Context: an optimization exercise on an open-source flow, tuned for small area and a short achievable clock period. The choices shown serve that exercise and are no tape-out recipe.
In this exercise RTL edits were held to simulation tests only and were not proved equivalent to the original.
Power figures rest on the tool's default switching activity, not on a simulated workload.

===== design/flow/run.sh =====
#!/bin/bash
# synth_recipe.tcl (not shown) runs the flow's synth.tcl, then flattens the netlist and writes it again
# the make line also repeats each setting of config.mk as NAME=value (left out here)
make -C /OpenROAD-flow-scripts/flow DESIGN_CONFIG=/design/flow/config.mk WORK_HOME=/design/flow/orfs CLKGATE_MAP_FILE= SYNTH_SCRIPT=/design/flow/synth_recipe.tcl finish

===== design/flow/design.v =====
`timescale 1ns / 1ps
module mux_2_to_1 #(
    DATA_WIDTH = 32
    )(
        input [DATA_WIDTH - 1 : 0] data0,
        input [DATA_WIDTH - 1 : 0] data1,
        input sel,
        output reg [DATA_WIDTH - 1 : 0] out
    );
    always @(*) begin
        case (sel)
            1'b0: out = data0;
            1'b1: out = data1;
        endcase
    end
endmodule
`timescale 1ns / 1ps
module mux_3_to_1 #(
    DATA_WIDTH = 32
    )(
        input [DATA_WIDTH - 1 : 0] data0,
        input [DATA_WIDTH - 1 : 0] data1,
        input [DATA_WIDTH - 1 : 0] data2,
        input [1:0]sel,
        output reg [DATA_WIDTH - 1 : 0] out
    );
    always @(*) begin
        case (sel)
            2'b00: out = data0;
            2'b01: out = data1;
            2'b10: out = data2;
            default: out = {DATA_WIDTH{1'b0}};
        endcase
    end
endmodule
`timescale 1ns / 1ps
module alu #(
    WORD_SIZE = 32
    )(
    input [3:0] alu_op,
    input [WORD_SIZE - 1 : 0] A,  
    input [WORD_SIZE - 1 : 0] B,  
    output reg [WORD_SIZE - 1 : 0] result,
    output zero
    );
    wire signed [WORD_SIZE - 1 : 0] signed_A = $signed(A);  
    wire signed [WORD_SIZE - 1 : 0] signed_B = $signed(B);
    always @(*) begin
        case (alu_op)
            4'b0000:    result = A + B;  
            4'b1000:    result = A - B;
            4'b0001:    result = A << B[4:0];
            4'b0010:    result = (signed_A < signed_B) ? {{(WORD_SIZE - 1){1'b0}}, 1'b1} : {WORD_SIZE{1'b0}};
            4'b0011:   result = (A < B) ? {{(WORD_SIZE - 1){1'b0}}, 1'b1} : {WORD_SIZE{1'b0}};
            4'b0100:    result = A ^ B;
            4'b0101:    result = A >> B[4:0];             
            4'b1101:    result = signed_A >>> B[4:0];     
            4'b0110:     result = A | B;
            4'b0111:    result = A & B;
            4'b1111:   result = B;
            default:        result = {WORD_SIZE{1'b0}};  
        endcase
    end
    assign zero = (result == {WORD_SIZE{1'b0}}) ? 1 : 0; 
endmodule
`timescale 1ns / 1ps
module ex_stage #(
    WORD_SIZE = 32,
    NUM_REGS = 32,
    NUM_WORDS = 1024,
    REG_SEL = $clog2(NUM_REGS),
    ADDR_SIZE = $clog2(NUM_WORDS)
    )(
    input [ADDR_SIZE - 1 : 0] pc,    
    input [WORD_SIZE - 1 : 0] data1,
    input [WORD_SIZE - 1 : 0] mem_forward1,
    input [WORD_SIZE - 1 : 0] wb_forward1,
    input [WORD_SIZE - 1 : 0] data2,
    input [WORD_SIZE - 1 : 0] mem_forward2,
    input [WORD_SIZE - 1 : 0] wb_forward2,
    input [WORD_SIZE - 1 : 0] immd,
    input [1 : 0] sel_forward1,
    input [1 : 0] sel_forward2,
    input [3:0] alu_op,
    input alu_src,
    input branch, 
    input jump,
    output zero,     
    output [ADDR_SIZE - 1 : 0] branch_target,    
    output [WORD_SIZE - 1 : 0] result,           
    output [WORD_SIZE - 1 : 0] write_data        
    );
    wire [WORD_SIZE - 1 : 0] alu1, alu2, alu_src2, alu_res;
    wire alu_zero;
    assign write_data = alu_src2;
    assign result = alu_res;
    assign branch_target = (branch || jump) ? (pc - 4) + immd : (pc - 4);
    assign zero = (alu_op == 4'b0010 || alu_op == 4'b0011) ? alu_res : alu_zero;
    mux_3_to_1 #(
        .DATA_WIDTH(WORD_SIZE)
    ) data1_mux (
        .data0(data1),
        .data1(mem_forward1),
        .data2(wb_forward1),
        .sel(sel_forward1),
        .out(alu1)
    );
    mux_3_to_1 #(
        .DATA_WIDTH(WORD_SIZE)
    ) data2_mux (
        .data0(data2),
        .data1(mem_forward2),
        .data2(wb_forward2),
        .sel(sel_forward2),
        .out(alu_src2)
    );
    mux_2_to_1 #(
        .DATA_WIDTH(WORD_SIZE)
    ) alu_src_mux (
        .data0(alu_src2),
        .data1(immd),
        .sel(alu_src),
        .out(alu2)
    );
    alu alu(
        .alu_op(alu_op),
        .A(alu1),
        .B(alu2),
        .result(alu_res),
        .zero(alu_zero)
    );
endmodule
`timescale 1ns / 1ps
module forwarding_unit #(
    NUM_REGS = 32,
    REG_SEL = $clog2(NUM_REGS)
    )(
    input [REG_SEL - 1 : 0] ex_rs1,
    input [REG_SEL - 1 : 0] ex_rs2,
    input [REG_SEL - 1 : 0] mem_rd,
    input [REG_SEL - 1 : 0] wb_rd,
    input mem_reg_write,
    input wb_reg_write,
    output reg [1 : 0] forward1,  
    output reg [1 : 0] forward2   
    );
    always @(*) begin
        forward1 = 2'b00;
        forward2 = 2'b00;
        if(mem_reg_write && (mem_rd != 0) && (mem_rd == ex_rs1)) forward1 = 2'b10;
        if(mem_reg_write && (mem_rd != 0) && (mem_rd == ex_rs2)) forward2 = 2'b10;
        if(wb_reg_write && (wb_rd != 0) && !(mem_reg_write && (mem_rd == ex_rs1)) && (wb_rd == ex_rs1)) forward1 = 2'b01;
        if(wb_reg_write && (wb_rd != 0) && !(mem_reg_write && (mem_rd == ex_rs2)) && (wb_rd == ex_rs2)) forward2 = 2'b01;
    end
endmodule
`timescale 1ns / 1ps
module id_ex_reg #(
    WORD_SIZE = 32,
    NUM_REGS = 32,
    NUM_WORDS = 1024,
    REG_SEL = $clog2(NUM_REGS),
    ADDR_SIZE = $clog2(NUM_WORDS)
    )(
    input clk,
    input rst,
    input flush,
    input stall,
    input [ADDR_SIZE - 1 : 0] pc,
    input [WORD_SIZE - 1 : 0] immd,
    input [WORD_SIZE - 1 : 0] data1,
    input [WORD_SIZE - 1 : 0] data2,
    input [3:0] alu_op,
    input [REG_SEL - 1 : 0] rd,  
    input [REG_SEL - 1 : 0] rs1, 
    input [REG_SEL - 1 : 0] rs2,  
    input mem_read,     
    input mem_write,    
    input mem_to_reg,   
    input reg_write,
    input alu_src,      
    input branch,       
    input jump,         
    input [1:0] data_size,
    input data_sign,
    output reg [WORD_SIZE - 1:0] pc_out,
    output reg [WORD_SIZE - 1:0] data1_out,
    output reg [WORD_SIZE - 1:0] data2_out,
    output reg [WORD_SIZE - 1:0] immd_out,
    output reg [3:0] alu_op_out,
    output reg [REG_SEL - 1:0] rs1_out,
    output reg [REG_SEL - 1:0] rs2_out,
    output reg [REG_SEL - 1:0] rd_out,
    output reg mem_read_out,
    output reg mem_write_out,
    output reg mem_to_reg_out,
    output reg reg_write_out,
    output reg alu_src_out,
    output reg branch_out,
    output reg jump_out,
    output reg [1:0] data_size_out,
    output reg data_sign_out
    );
    always @(posedge clk or posedge rst) begin
        if (rst) begin
            pc_out <= {WORD_SIZE{1'b0}};
            data1_out <= {WORD_SIZE{1'b0}};
            data2_out <= {WORD_SIZE{1'b0}};
            immd_out <= {WORD_SIZE{1'b0}};
            rd_out <= {REG_SEL{1'b0}};
            rs1_out <= {REG_SEL{1'b0}};
            rs2_out <= {REG_SEL{1'b0}};
            alu_op_out <= 4'b0000;  
            mem_read_out <= 1'b0;
            mem_write_out <= 1'b0;
            mem_to_reg_out <= 1'b0;
            reg_write_out <= 1'b0;
            alu_src_out <= 1'b1;  
            branch_out <= 1'b0;
            jump_out <= 1'b0;
            data_size_out <= 2'd0;
            data_sign_out <= 1'b0;
        end else if (flush) begin
            pc_out <= {WORD_SIZE{1'b0}};
            data1_out <= {WORD_SIZE{1'b0}};
            data2_out <= {WORD_SIZE{1'b0}};
            immd_out <= {WORD_SIZE{1'b0}};
            rd_out <= {REG_SEL{1'b0}};
            rs1_out <= {REG_SEL{1'b0}};
            rs2_out <= {REG_SEL{1'b0}};
            alu_op_out <= 4'b0000;  
            mem_read_out <= 1'b0;
            mem_write_out <= 1'b0;
            mem_to_reg_out <= 1'b0;
            reg_write_out <= 1'b0;
            alu_src_out <= 1'b1;  
            branch_out <= 1'b0;
            jump_out <= 1'b0;
            data_size_out <= 2'd0;
            data_sign_out <= 1'b0;
        end else if (!stall) begin
            pc_out <= pc;
            data1_out <= data1;
            data2_out <= data2;
            immd_out <= immd;
            rd_out <= rd;
            rs1_out <= rs1;
            rs2_out <= rs2;
            alu_op_out <= alu_op;
            mem_read_out <= mem_read;
            mem_write_out <= mem_write;
            mem_to_reg_out <= mem_to_reg;
            reg_write_out <= reg_write;
            alu_src_out <= alu_src;
            branch_out <= branch;
            jump_out <= jump;
            data_size_out <= data_size;
            data_sign_out <= data_sign;
        end
    end
endmodule
`timescale 1ns / 1ps
module ex_mem_reg #(
    WORD_SIZE = 32,
    NUM_REGS = 32,
    NUM_WORDS = 1024,
    REG_SEL = $clog2(NUM_REGS),
    ADDR_SIZE = $clog2(NUM_WORDS)
    )(
    input clk,
    input rst,
    input flush,
    input stall,
    input [ADDR_SIZE - 1 : 0] pc,
    input [ADDR_SIZE - 1 : 0] branch_target,     
    input [WORD_SIZE - 1 : 0] alu_result,        
    input [REG_SEL - 1 : 0] rd,                  
    input mem_read,              
    input mem_write,             
    input mem_to_reg,            
    input reg_write,             
    input alu_zero,              
    input branch,                
    input jump,                  
    input [WORD_SIZE - 1 : 0] write_data,    
    input [1:0] data_size,                   
    input data_sign,                         
    output reg [ADDR_SIZE - 1 : 0] pc_out,
    output reg [ADDR_SIZE - 1 : 0] branch_target_out,    
    output reg [WORD_SIZE - 1 : 0] alu_result_out,       
    output reg [REG_SEL - 1 : 0] rd_out,  
    output reg mem_read_out,             
    output reg mem_write_out,            
    output reg mem_to_reg_out,
    output reg reg_write_out,
    output reg alu_zero_out,             
    output reg branch_out,   
    output reg jump_out, 
    output reg [WORD_SIZE - 1 : 0] write_data_out,       
    output reg [1:0] data_size_out,
    output reg data_sign_out
    );
    always @(posedge clk or posedge rst) begin
        if (rst) begin
            pc_out <= {ADDR_SIZE{1'b0}};
            branch_target_out <= {ADDR_SIZE{1'b0}};
            alu_result_out <= {WORD_SIZE{1'b0}};
            write_data_out <= {WORD_SIZE{1'b0}};
            rd_out <= {REG_SEL{1'b0}};
            alu_zero_out <= 1'b0; 
            branch_out <= 1'b0;
            jump_out <= 1'b0;
            mem_read_out <= 1'b0;
            mem_to_reg_out <= 1'b0;
            mem_write_out <= 1'b0;
            reg_write_out <= 1'b0;
            data_sign_out <= 1'b0;
            data_size_out <= 2'b00;
        end else if (flush) begin
            pc_out <= {ADDR_SIZE{1'b0}};
            branch_target_out <= {ADDR_SIZE{1'b0}};
            alu_result_out <= {WORD_SIZE{1'b0}};
            write_data_out <= {WORD_SIZE{1'b0}};
            rd_out <= {REG_SEL{1'b0}};
            alu_zero_out <= 1'b0; 
            branch_out <= 1'b0;
            jump_out <= 1'b0;
            mem_read_out <= 1'b0;
            mem_to_reg_out <= 1'b0;
            mem_write_out <= 1'b0;
            reg_write_out <= 1'b0;
            data_sign_out <= 1'b0;
            data_size_out <= 2'b00;
        end else if(!stall) begin
            pc_out <= pc;
            branch_target_out <= branch_target;
            alu_result_out <= alu_result;
            write_data_out <= write_data;
            rd_out <= rd;
            alu_zero_out <= alu_zero; 
            branch_out <= branch;
            jump_out <= jump;
            mem_read_out <= mem_read;
            mem_to_reg_out <= mem_to_reg;
            mem_write_out <= mem_write;
            reg_write_out <= reg_write;
            data_sign_out <= data_sign;
            data_size_out <= data_size;
        end
    end
endmodule
`timescale 1ns / 1ps
module ex_unit #(
    WORD_SIZE = 32,
    NUM_REGS = 32,
    REG_SEL = $clog2(NUM_REGS),
    NUM_WORDS = 1024,
    ADDR_SIZE = $clog2(NUM_WORDS)
    )(
    input clk,
    input rst,
    input flush_idex,
    input stall_idex,
    input flush_exmem,
    input stall_exmem,
    input [ADDR_SIZE - 1 : 0] pc,
    input [WORD_SIZE - 1 : 0] immd,
    input [WORD_SIZE - 1 : 0] data1,
    input [WORD_SIZE - 1 : 0] data2,
    input [3:0] alu_op,
    input [REG_SEL - 1 : 0] rd,
    input [REG_SEL - 1 : 0] rs1,
    input [REG_SEL - 1 : 0] rs2,
    input mem_read,
    input mem_write,
    input mem_to_reg,
    input reg_write,
    input alu_src,
    input branch,
    input jump,
    input [1:0] data_size,
    input data_sign,
    input [WORD_SIZE - 1 : 0] wb_data,
    input [REG_SEL - 1 : 0] wb_rd,
    input wb_reg_write,
    output [ADDR_SIZE - 1 : 0] pc_mem,
    output [ADDR_SIZE - 1 : 0] branch_target_mem,
    output [WORD_SIZE - 1 : 0] alu_result_mem,
    output [REG_SEL - 1 : 0] rd_mem,
    output mem_read_mem,
    output mem_write_mem,
    output mem_to_reg_mem,
    output reg_write_mem,
    output alu_zero_mem,
    output branch_mem,
    output jump_mem,
    output [WORD_SIZE - 1 : 0] write_data_mem,
    output [1:0] data_size_mem,
    output data_sign_mem
    );
    wire [WORD_SIZE - 1 : 0] pc_ex;
    wire [WORD_SIZE - 1 : 0] immd_ex, data1_ex, data2_ex;
    wire [3:0] alu_op_ex;
    wire [REG_SEL - 1 : 0] rd_ex, rs1_ex, rs2_ex;
    wire mem_read_ex, mem_write_ex, mem_to_reg_ex, reg_write_ex;
    wire alu_src_ex, branch_ex, jump_ex;
    wire [1:0] data_size_ex;
    wire data_sign_ex;
    wire [1:0] forward_select1, forward_select2;
    wire alu_zero_ex;
    wire [ADDR_SIZE - 1 : 0] branch_target_ex;
    wire [WORD_SIZE - 1 : 0] alu_result_ex, write_data_ex;
    id_ex_reg #(
        .WORD_SIZE(WORD_SIZE),
        .NUM_REGS(NUM_REGS),
        .NUM_WORDS(NUM_WORDS),
        .REG_SEL(REG_SEL),
        .ADDR_SIZE(ADDR_SIZE)
    ) IDEX_register (
        .clk(clk),
        .rst(rst),
        .flush(flush_idex),
        .stall(stall_idex),
        .pc(pc),
        .immd(immd),
        .data1(data1),
        .data2(data2),
        .alu_op(alu_op),
        .rd(rd),
        .rs1(rs1),
        .rs2(rs2),
        .mem_read(mem_read),
        .mem_write(mem_write),
        .mem_to_reg(mem_to_reg),
        .reg_write(reg_write),
        .alu_src(alu_src),
        .branch(branch),
        .jump(jump),
        .data_size(data_size),
        .data_sign(data_sign),
        .pc_out(pc_ex),
        .immd_out(immd_ex),
        .data1_out(data1_ex),
        .data2_out(data2_ex),
        .alu_op_out(alu_op_ex),
        .rs1_out(rs1_ex),
        .rs2_out(rs2_ex),
        .rd_out(rd_ex),
        .mem_read_out(mem_read_ex),
        .mem_write_out(mem_write_ex),
        .mem_to_reg_out(mem_to_reg_ex),
        .reg_write_out(reg_write_ex),
        .alu_src_out(alu_src_ex),
        .branch_out(branch_ex),
        .jump_out(jump_ex),
        .data_size_out(data_size_ex),
        .data_sign_out(data_sign_ex)
    );
    forwarding_unit #(
        .NUM_REGS(NUM_REGS),
        .REG_SEL(REG_SEL)
    ) forwarding_unit (
        .ex_rs1(rs1_ex),
        .ex_rs2(rs2_ex),
        .mem_rd(rd_mem),
        .wb_rd(wb_rd),
        .mem_reg_write(reg_write_mem),
        .wb_reg_write(wb_reg_write),
        .forward1(forward_select1),
        .forward2(forward_select2)
    );
    ex_stage #(
        .WORD_SIZE(WORD_SIZE),
        .NUM_REGS(NUM_REGS),
        .NUM_WORDS(NUM_WORDS),
        .REG_SEL(REG_SEL),
        .ADDR_SIZE(ADDR_SIZE)
    ) execution (
        .pc(pc_ex[ADDR_SIZE - 1 : 0]),
        .data1(data1_ex),
        .mem_forward1(alu_result_mem),
        .wb_forward1(wb_data),
        .sel_forward1({forward_select1[0], forward_select1[1]}),
        .data2(data2_ex),
        .mem_forward2(alu_result_mem),
        .wb_forward2(wb_data),
        .sel_forward2({forward_select2[0], forward_select2[1]}),
        .alu_src(alu_src_ex),
        .immd(immd_ex),
        .alu_op(alu_op_ex),
        .zero(alu_zero_ex),
        .branch(branch_ex),
        .jump(jump_ex),
        .branch_target(branch_target_ex),
        .result(alu_result_ex),
        .write_data(write_data_ex)
    );
    ex_mem_reg #(
        .WORD_SIZE(WORD_SIZE),
        .NUM_REGS(NUM_REGS),
        .NUM_WORDS(NUM_WORDS),
        .REG_SEL(REG_SEL),
        .ADDR_SIZE(ADDR_SIZE)
    ) EXMEM_register (
        .clk(clk),
        .rst(rst),
        .flush(flush_exmem),
        .stall(stall_exmem),
        .pc(pc_ex[ADDR_SIZE - 1 : 0]),
        .branch_target(branch_target_ex),
        .alu_result(alu_result_ex),
        .rd(rd_ex),
        .mem_read(mem_read_ex),
        .mem_write(mem_write_ex),
        .mem_to_reg(mem_to_reg_ex),
        .reg_write(reg_write_ex),
        .alu_zero(alu_zero_ex),
        .branch(branch_ex),
        .jump(jump_ex),
        .write_data(write_data_ex),
        .data_size(data_size_ex),
        .data_sign(data_sign_ex),
        .pc_out(pc_mem),
        .branch_target_out(branch_target_mem),
        .alu_result_out(alu_result_mem),
        .rd_out(rd_mem),
        .mem_read_out(mem_read_mem),
        .mem_write_out(mem_write_mem),
        .mem_to_reg_out(mem_to_reg_mem),
        .reg_write_out(reg_write_mem),
        .alu_zero_out(alu_zero_mem),
        .branch_out(branch_mem),
        .jump_out(jump_mem),
        .write_data_out(write_data_mem),
        .data_size_out(data_size_mem),
        .data_sign_out(data_sign_mem)
    );
endmodule

===== design/flow/config.mk =====
export PLATFORM = sky130hd
export DESIGN_NAME = ex_unit
export DESIGN_NICKNAME = ex_unit
export VERILOG_FILES = /design/flow/design.v
export SDC_FILE = /design/flow/constraint.sdc
export NUM_CORES = 4
export LEC_CHECK = 0
export CAP_MARGIN = 20
export CORE_MARGIN = 2
export CORE_UTILIZATION = 40
export SETUP_SLACK_MARGIN = 0.25
export SLEW_MARGIN = 20

===== design/flow/constraint.sdc =====
create_clock -name core_clock -period 7.5 [get_ports {clk}]
set_input_delay 1.5000 -clock core_clock [delete_from_list [all_inputs] [get_ports {clk}]]
set_output_delay 1.5000 -clock core_clock [all_outputs]
set_load 0.01 [all_outputs]

==> run notes <==
* Status: no timing/DRC/antenna violations
* Clock latency (worst-skew pair) at 0.55 ns
* Number of max-cap violations at 0
* Async set-or-reset flop fraction in the synthesized netlist at 100.0%
* GRT Total Usage at 38.80%
* GP Congestion at 1.038
* Mapped Area at 21120 um^2
* Finish-stage setup viols at 0
* Antenna violations before repair at 6
* Pin count of the biggest net entering global routing at 145
* Wire per inst at 29.35 um
* Pwr/cell area at 178.2 nW/um^2
* Crit path max fanout at 7
* Die area at 54640 um^2
* Final period util at 95.63%
* Die span in x at 233.8 um
* CTS tree: yes
* Slew margin rel. at 13.29%
* Vias at 23200
* Critical path type: input port to flop
* Multiplexer area fraction after synthesis at 17.28%
* Root cell of the clock tree: clkbuf_16
* Compound-cell area share of the yosys netlist at 22.79%
* Cts hold-fix bufs at 0
* Most common cell after layout, fill and taps aside: nor2_1
* Commonest non-fill, non-tap cells in the layout: nor2_1, buf_4, mux2i_1
* Total gr overflow at 0
* Worst Path Required at 7.97 ns
* P&R area growth vs syn at 30.66%
* Final #Nets at 3279
* Initial DRT Pass Iterations at 7
* Post-synth EDFFs at 0
* Total of warnings raised by yosys at 6
* Setup TNS at 0 ns
* Tightest Hold Check Type: flop to flop
* Clk buf depth at 3
* Global-route wire length before repair at 156200 um
* Post-synthesis xor/xnor area fraction at 2.240%
* Post-Syn Instances at 2561
* Largest family of logic cells by synthesized area: compound AO/OA/AOI/OAI gates
* CTS Buf Count at 25
* Routed vias/inst at 6.285
* Total core area at 52340 um^2
* RSZ-0062 raised after global routing: false
* Placement Rows at 84
* Syn avg cell area at 8.245 um^2
* F_max at 0.1394 GHz
* Worst Skew at 0.02780 ns
* Yosys cell types at 92
* DR iter-0 viols at 2673
* # IOs at 278
* Adder-Cell Fraction of Synth Area at 6.803%
* Final Hold Viols at 0
* Simple-Gate Fraction of Synth Area at 16.99%
* Share of cells above drive strength 1 at 16.98%
* Port-buffer cells at 277
* Leak pwr at 12.66 nW
* Tightest Pin Transition at 1.298 ns
* Clock sinks at 234
* Final Max Tran Viols at 0
* VDD IR max at 176.8 uV
* CTS clock-pin slew for the worst setup and hold paths at 0.08 ns
* Crit start category: input port
* ANT nets after route at 0
* Die height at 233.8 um
* Vias in the first global route at 22340
* Final wirelength at 108400 um
* Initial Util at 40.34%
* Synth Flop Type: dfrtp_1
* Yosys reg bits at 234
* Hold_ws at 0.5207 ns
* Element type at the critical path end: flop
* Seq/Total Area, Yosys at 27.74%
* Post-Syn Nets at 2853
* Arrival time of the worst setup path at 7.64 ns
* DRC viols at 0
* Max H-tree Level at 1
* Final HPWL DP at 83590 um
* Min Clock Period, post-route at 7.172 ns
## final timing paths
check | start | endpoint | slack [ns] | depth (start not counted)
min in group asynchronous | rst | IDEX_register.data2_out[10] | 1.37 | 2
setup / recovery | wb_rd[1] | EXMEM_register.alu_zero_out | 0.33 | 25
max in group asynchronous | rst | IDEX_register.data1_out[17] | 4.89 | 3
hold / removal | IDEX_register.reg_write_out | EXMEM_register.reg_write_out | 0.52 | 2
setup reg to reg | EXMEM_register.rd_out[1] | EXMEM_register.alu_zero_out | 0.91 | 29
hold reg to reg | IDEX_register.reg_write_out | EXMEM_register.reg_write_out | 0.52 | 2
## critical path, stage by stage
cell and delay, ns:
clkdlybuf4s50_1 0.42, or4_4 0.57, o211a_4 0.27, o211a_4 0.21, a221o_1 0.32, o21a_2 0.24, ha_2 0.21, fa_1 0.45
a211o_1 0.35, a21oi_2 0.15, buf_4 0.15, o21bai_1 0.09, a31oi_1 0.21, buf_4 0.19, nand2b_1 0.09, xnor2_1 0.22
nor2_1 0.10, a2111oi_2 0.41, o211ai_1 0.20, nor4_1 0.22, nand4_1 0.24, nor4_2 0.31, buf_4 0.15, nand4_1 0.10
o32ai_2 0.26
## synth_stat cells, types with 20 or more instances
cell	instances	area (um^2)
nand3_1	36	180.2
o221ai_1	24	210.2
clkbuf_1	127	476.7
a22oi_1	31	232.7
mux2i_1	319	3193
nor3_1	63	315.3
nand2b_1	46	287.8
a21oi_1	172	860.8
o21ai_0	100	500.5
o211ai_1	33	247.7
inv_1	100	375.4
ha_1	110	1376
a221oi_1	20	175.2
nor2_1	394	1479
nand2_1	178	668.1
o22ai_1	44	275.3
xnor2_1	41	359.1
a211oi_1	49	367.9
dfrtp_1	233	5831
buf_1	35	131.4
## state kept, by name, summed over array words and instances (netlist names), 5 cells and up
name / cells
IDEX_register.rs2_out: 5
IDEX_register.immd_out: 32
EXMEM_register.alu_result_out: 32
EXMEM_register.branch_target_out: 10
IDEX_register.data2_out: 32
EXMEM_register.rd_out: 5
IDEX_register.pc_out: 10
EXMEM_register.pc_out: 10
IDEX_register.rd_out: 5
IDEX_register.data1_out: 32
EXMEM_register.write_data_out: 32
IDEX_register.rs1_out: 5
## kinds of logic (layout without fill, tap and decap cells)
kind of cell	after synthesis	count (layout)
and+or+nand+nor	815	815
AOI/OAI and AO/OA	691	692
muxes	349	349
buffers and inverters	305	746
DFF	234	234
adders and majority gates	113	113
xor gates and xnor gates	54	54
other	0	1
## final cells by class
class	instances	area, um^2
Multi-Input combinational cell	2023	14370
Clock buffer	32	691.9
Tap cell	688	860.8
Inverter	106	411.6
Clock inverter	11	136.4
Sequential cell	234	5857
Antenna cell	1	2.502
Fill cell	5031	24750
Timing Repair Buffer	597	5259
## metal layers
| metal | GRT usage [%] | share of wire [%] |
|---|---|---|
| met1 | 51.30 | 40 |
| met2 | 61.39 | 45 |
| met3 | 7.794 | 9.4 |
| met4 | 17.15 | 5.3 |
| met5 | 0 | 0.045 |
## stage by stage
stage / total power [mW] / worst slack [ns] / instances / utilization (%) / area (um^2)
finish: 4.917 / 0.3278 / 3692 / 52.71 / 27590
global route: 5.099 / 0.1880 / 3692 / 52.71 / 27590
CTS: 4.791 / 0.2151 / 3677 / 51.87 / 27150
detailed placement: 3.492 / -0.4563 / 3633 / 50.18 / 26260
global placement: 3.483 / -0.5055 / 3633 / 50.17 / 26260
floorplan: 2.524 / 0.4011 / 2561 / - / 21120
## where the power goes
group / switching, mW / internal (mW) / leakage [nW]
registers: 0.0864 / 1.34 / 3.13
logic: 1.28 / 0.912 / 9.12
clock network: 0.545 / 0.752 / 0.411
total: 1.92 / 3.00 / 12.7
## what timing repair did
item | in CTS | in global routing
setup buffers | 1 | 12
endpoints found under the setup margin | 3 | 7
gates resized for setup | 9 | 67
pin swaps | 2 | 30
cloned | 0 | 1

## static timing again, ports no longer ideal
How much do the figures lean on ideal ports? The routed layout below was timed once more, with nothing changed but the port constraints.
Step 1, drivers: a clkbuf_16 drives clk and a buf_2 each remaining input, both assumed.
Step 2, shift: input delay + t, output delay - t, t = (earliest + latest rising clock arrival at the registers) / 2. This alone moves slack from input paths to output paths.
Three values: ideal, step 1, step 2; two values: the first two.
t (ns): 0.593
setup WS [ns]: 0.328 / 0.358 / -0.234
worst register clock-pin slew, ns: 0.08 / 0.08
With both steps, setup timing fails in this run, where it was met with ideal ports. The setup slack of this run moves by +0.030 ns with the drivers and by -0.562 ns with both steps.
